What follows belongs to an exercise in optimizing a design on an open flow for small area; a production flow would make more cautious choices. Only simulation tests tie the RTL to the original design; equivalence was not proved. Power is estimated from default activity; no workload was simulated.

==> flow/design.v (excerpt) <==
module temp_top #(parameter MS_200 = 24'd400_000)(
    input               clk,
    input               rst_n,
    input       [2:0]   key_in,
    input               dq_in,
    output reg          dq_out,
    output      [5:0]   SEL,
    output      [7:0]   DIG
);
    reg  [15:0] fcnt;
    wire        tick = (fcnt == 16'h98c6);
    reg  [2:0]  q;                               
    reg  [1:0]  ax;                              
    wire        end400 = tick & (&q);
    always @(posedge clk or negedge rst_n) begin
        if (!rst_n) begin
            fcnt <= 16'h218c;
            q    <= 3'd0;
            ax   <= 2'd0;
        end else begin
            fcnt <= {fcnt[14:12], fcnt[11] ^ tick, fcnt[10:0], fcnt[15] ^ fcnt[2]};
            if (tick) begin
                q  <= q + 3'd1;
                ax <= (ax == 2'd0) ? 2'd2 : (ax == 2'd2) ? 2'd3 : 2'd0;
            end
        end
    end
    reg  [2:0]  pos;
    always @(*) begin
        case ({ax ^ 2'd2, q[0]})
            3'b00_1: pos = 3'd0;
            3'b00_0: pos = 3'd3;
            3'b01_1: pos = 3'd4;
            3'b01_0: pos = 3'd1;
            3'b10_1: pos = 3'd2;
            default: pos = 3'd5;
        endcase
    end
    reg  [2:0]  k0x;                             
    wire [2:0]  k0 = k0x ^ 3'b001;
    reg         nreg, add_flag, dd;
    reg  [19:0] dcnt;
    wire        E   = add_flag & (dcnt == 20'h96226);    
    wire        run = add_flag & ~E;
    always @(posedge clk or negedge rst_n) begin
        if (!rst_n) begin
            k0x      <= 3'b000;
            nreg     <= 1'b0;
            add_flag <= 1'b0;
            dd       <= 1'b0;
        end else begin
            k0x      <= key_in ^ 3'b001;
            nreg     <= |(~key_in & k0);
            add_flag <= nreg | run;
            dd       <= E;
        end
    end
    always @(posedge clk)
        dcnt <= run ? {~dcnt[18:0], ~(dcnt[19] ^ dcnt[2])} : 20'd0;
    wire        anypress = dd & ~(&k0);
    localparam [3:0] S_IDLE   = 4'b0000,
                     S_INIT0  = 4'b0001,
                     S_INIT1  = 4'b0011,
  ...
==> flow/config.mk <==
export PLATFORM = sky130hd
export DESIGN_NAME = temp_top
export DESIGN_NICKNAME = temp_top
export VERILOG_FILES = /design/flow/design.v
export SDC_FILE = /design/flow/constraint.sdc
export NUM_CORES = 4
export LEC_CHECK = 0
export CAP_MARGIN = 20
export CORE_MARGIN = 2
export CORE_UTILIZATION = 40
export CTS_BUF_LIST = sky130_fd_sc_hd__clkbuf_8
export SLEW_MARGIN = 20
==> flow/constraint.sdc <==
create_clock -name core_clock -period 250.0 [get_ports {clk}]
set_input_delay 50.0000 -clock core_clock [delete_from_list [all_inputs] [get_ports {clk}]]
set_output_delay 50.0000 -clock core_clock [all_outputs]
set_load 0.01 [all_outputs]
standard.sh (not shown) runs the stock make flow with config.mk's settings and CLKGATE_MAP_FILE= SYNTH_SCRIPT=/design/flow/synth_recipe.tcl, a recipe that flattens the netlist after the stock synthesis.
==> flow/flow/run.sh <==
#!/bin/bash
# Own layout flow: the standard synthesis, then its combinational logic
# mapped again with a stronger, area-oriented ABC script (the flip-flops,
# their names and cell types are kept as the standard synthesis made them),
# then the standard layout, with 1x buffers on the ports and a clock
# tree without dummy loads.
# Each tool's output goes to a log file of its own in the work folder.
set -euo pipefail
W=$(pwd)
F=$W/flow
R=$W/orfs/results/$FLOW_PLATFORM/temp_top/base
L=$W/orfs/logs/$FLOW_PLATFORM/temp_top/base
LIB=$FLOW_HOME/platforms/$FLOW_PLATFORM/lib/sky130_fd_sc_hd__tt_025C_1v80.lib
YOSYS=$FLOW_HOME/../tools/install/yosys/bin/yosys
[[ -x $YOSYS ]] || YOSYS=$(command -v yosys)

# 1. standard synthesis
bash standard.sh "$R/1_2_yosys.v" > "$W/flow_synth.log" 2>&1
cp "$R/1_2_yosys.v" "$W/std_1_2_yosys.v"

# 2. remap the combinational logic: rounds of ABC runs with different seeds,
#    each round starting from the smallest netlist so far
python3 "$F/gen_models.py" "$LIB" "$W/combmodels.v" > "$W/flow_models.log" 2>&1
DONT_USE=$(grep -o -- '-dont_use [A-Za-z0-9_]*' "$L/1_2_yosys.log" | sort -u | tr '\n' ' ')
area() { grep 'Chip area' "$1" | tail -1 | awk '{print $NF}'; }

cur=$W/std_1_2_yosys.v
best=""
for round in 1 2 3; do
  for s in 1 2 3 4; do
    tag=r${round}_s${s}
    sed "s/&deepsyn -T 30/\&deepsyn -T 60 -S $s/" "$F/remap.abc" > "$W/remap_$tag.abc"
    cat > "$W/remap_$tag.ys" <<EOF
read_liberty -lib $LIB
read_verilog -overwrite $W/combmodels.v
read_verilog $cur
hierarchy -top $FLOW_TOP
flatten
proc
techmap
opt -fast -purge
abc -liberty $LIB $DONT_USE -script $W/remap_$tag.abc
opt_clean -purge
hilomap -singleton -hicell sky130_fd_sc_hd__conb_1 HI -locell sky130_fd_sc_hd__conb_1 LO
insbuf -buf sky130_fd_sc_hd__buf_4 A X
opt_clean -purge
stat -liberty $LIB
write_verilog -noattr -nohex -nodec $W/remap_$tag.v
EOF
    "$YOSYS" -s "$W/remap_$tag.ys" > "$W/flow_remap_$tag.log" 2>&1 &
  done
  wait
  for s in 1 2 3 4; do
    tag=r${round}_s${s}
    a=$(area "$W/flow_remap_$tag.log" || true)
    [[ -n "$a" && -s "$W/remap_$tag.v" ]] || continue
    if [[ -z "$best" ]] || python3 -c "import sys; sys.exit(0 if $a < $best else 1)"; then
      best=$a; cur=$W/remap_$tag.v
    fi
  done
  echo "round $round: best $best from $cur" >> "$W/flow_remap_rounds.log"
done

cat > "$W/remap_check.ys" <<EOF
read_liberty -lib $LIB
read_verilog $cur
hierarchy -top $FLOW_TOP
check -assert -mapped
stat -liberty $LIB
EOF
"$YOSYS" -s "$W/remap_check.ys" > "$W/flow_remap_check.log" 2>&1
cp "$cur" "$R/1_2_yosys.v"

# 3. standard layout from the remapped netlist
export BUFFER_PORTS_ARGS="-buffer_cell sky130_fd_sc_hd__buf_1"
export CTS_ARGS="-sink_clustering_enable -repair_clock_nets -buf_list {sky130_fd_sc_hd__clkbuf_16} -root_buf sky130_fd_sc_hd__clkbuf_16 -dont_use_dummy_load -sink_clustering_size 50 -sink_clustering_max_diameter 200"
bash standard.sh > "$W/flow_layout.log" 2>&1
Other scripts of this flow, unchanged in this note and not shown: flow/flow/gen_models.py, flow/flow/remap.abc
The starting point finished with timing, DRC and antenna clean.
Rerun with:
--- a/flow/flow/run.sh
+++ b/flow/flow/run.sh
@@ -74,4 +74,4 @@
 # 3. standard layout from the remapped netlist
 export BUFFER_PORTS_ARGS="-buffer_cell sky130_fd_sc_hd__buf_1"
-export CTS_ARGS="-sink_clustering_enable -repair_clock_nets -buf_list {sky130_fd_sc_hd__clkbuf_16} -root_buf sky130_fd_sc_hd__clkbuf_16 -dont_use_dummy_load -sink_clustering_size 50 -sink_clustering_max_diameter 200"
+export CTS_ARGS="-sink_clustering_enable -repair_clock_nets -buf_list {sky130_fd_sc_hd__clkbuf_4 sky130_fd_sc_hd__clkbuf_8} -root_buf sky130_fd_sc_hd__clkbuf_8 -dont_use_dummy_load -sink_clustering_size 12"
 bash standard.sh > "$W/flow_layout.log" 2>&1
- clock-buffer cell count stays the same
- area after synthesis is unchanged
- sequential power hardly moves
- worst hold slack degrades by 4.5 ps
- final area shrinks by 2.2%
- wire length stays flat
- cell count is unchanged
- global-route usage shrinks by 0.11 points

-- port drivers added, routing unchanged --
No port has a modelled driver above. Below, the same layouts with a new extraction and two added sets of constraints. Step 1 sets driving cells, clkbuf_16 on the clock port and buf_2 on the other inputs (assumed; they add their load-dependent delay and slew). Step 2 times the ports against the registers' clock, not the clock port: input delays grow and output delays shrink by t, the midpoint of the rising clock arrivals with the driver on. a / b / c = ideal / step 1 / step 2; a / b = the first two.
| run | t (ns) | setup WS [ns] | clock arrival spread, ns | slew at the worst register clock pin (ns) | cell pins on the clock port's net |
|---|---|---|---|---|---|
| the first run | 0.365 | 195.943 / 195.909 / 196.274 | 0.016 / 0.017 | 0.07 / 0.07 | 1 |
| the second run | 0.378 | 195.943 / 195.910 / 196.288 | 0.024 / 0.024 | 0.10 / 0.10 | 1 |
After both steps setup and hold are still met in every run listed.
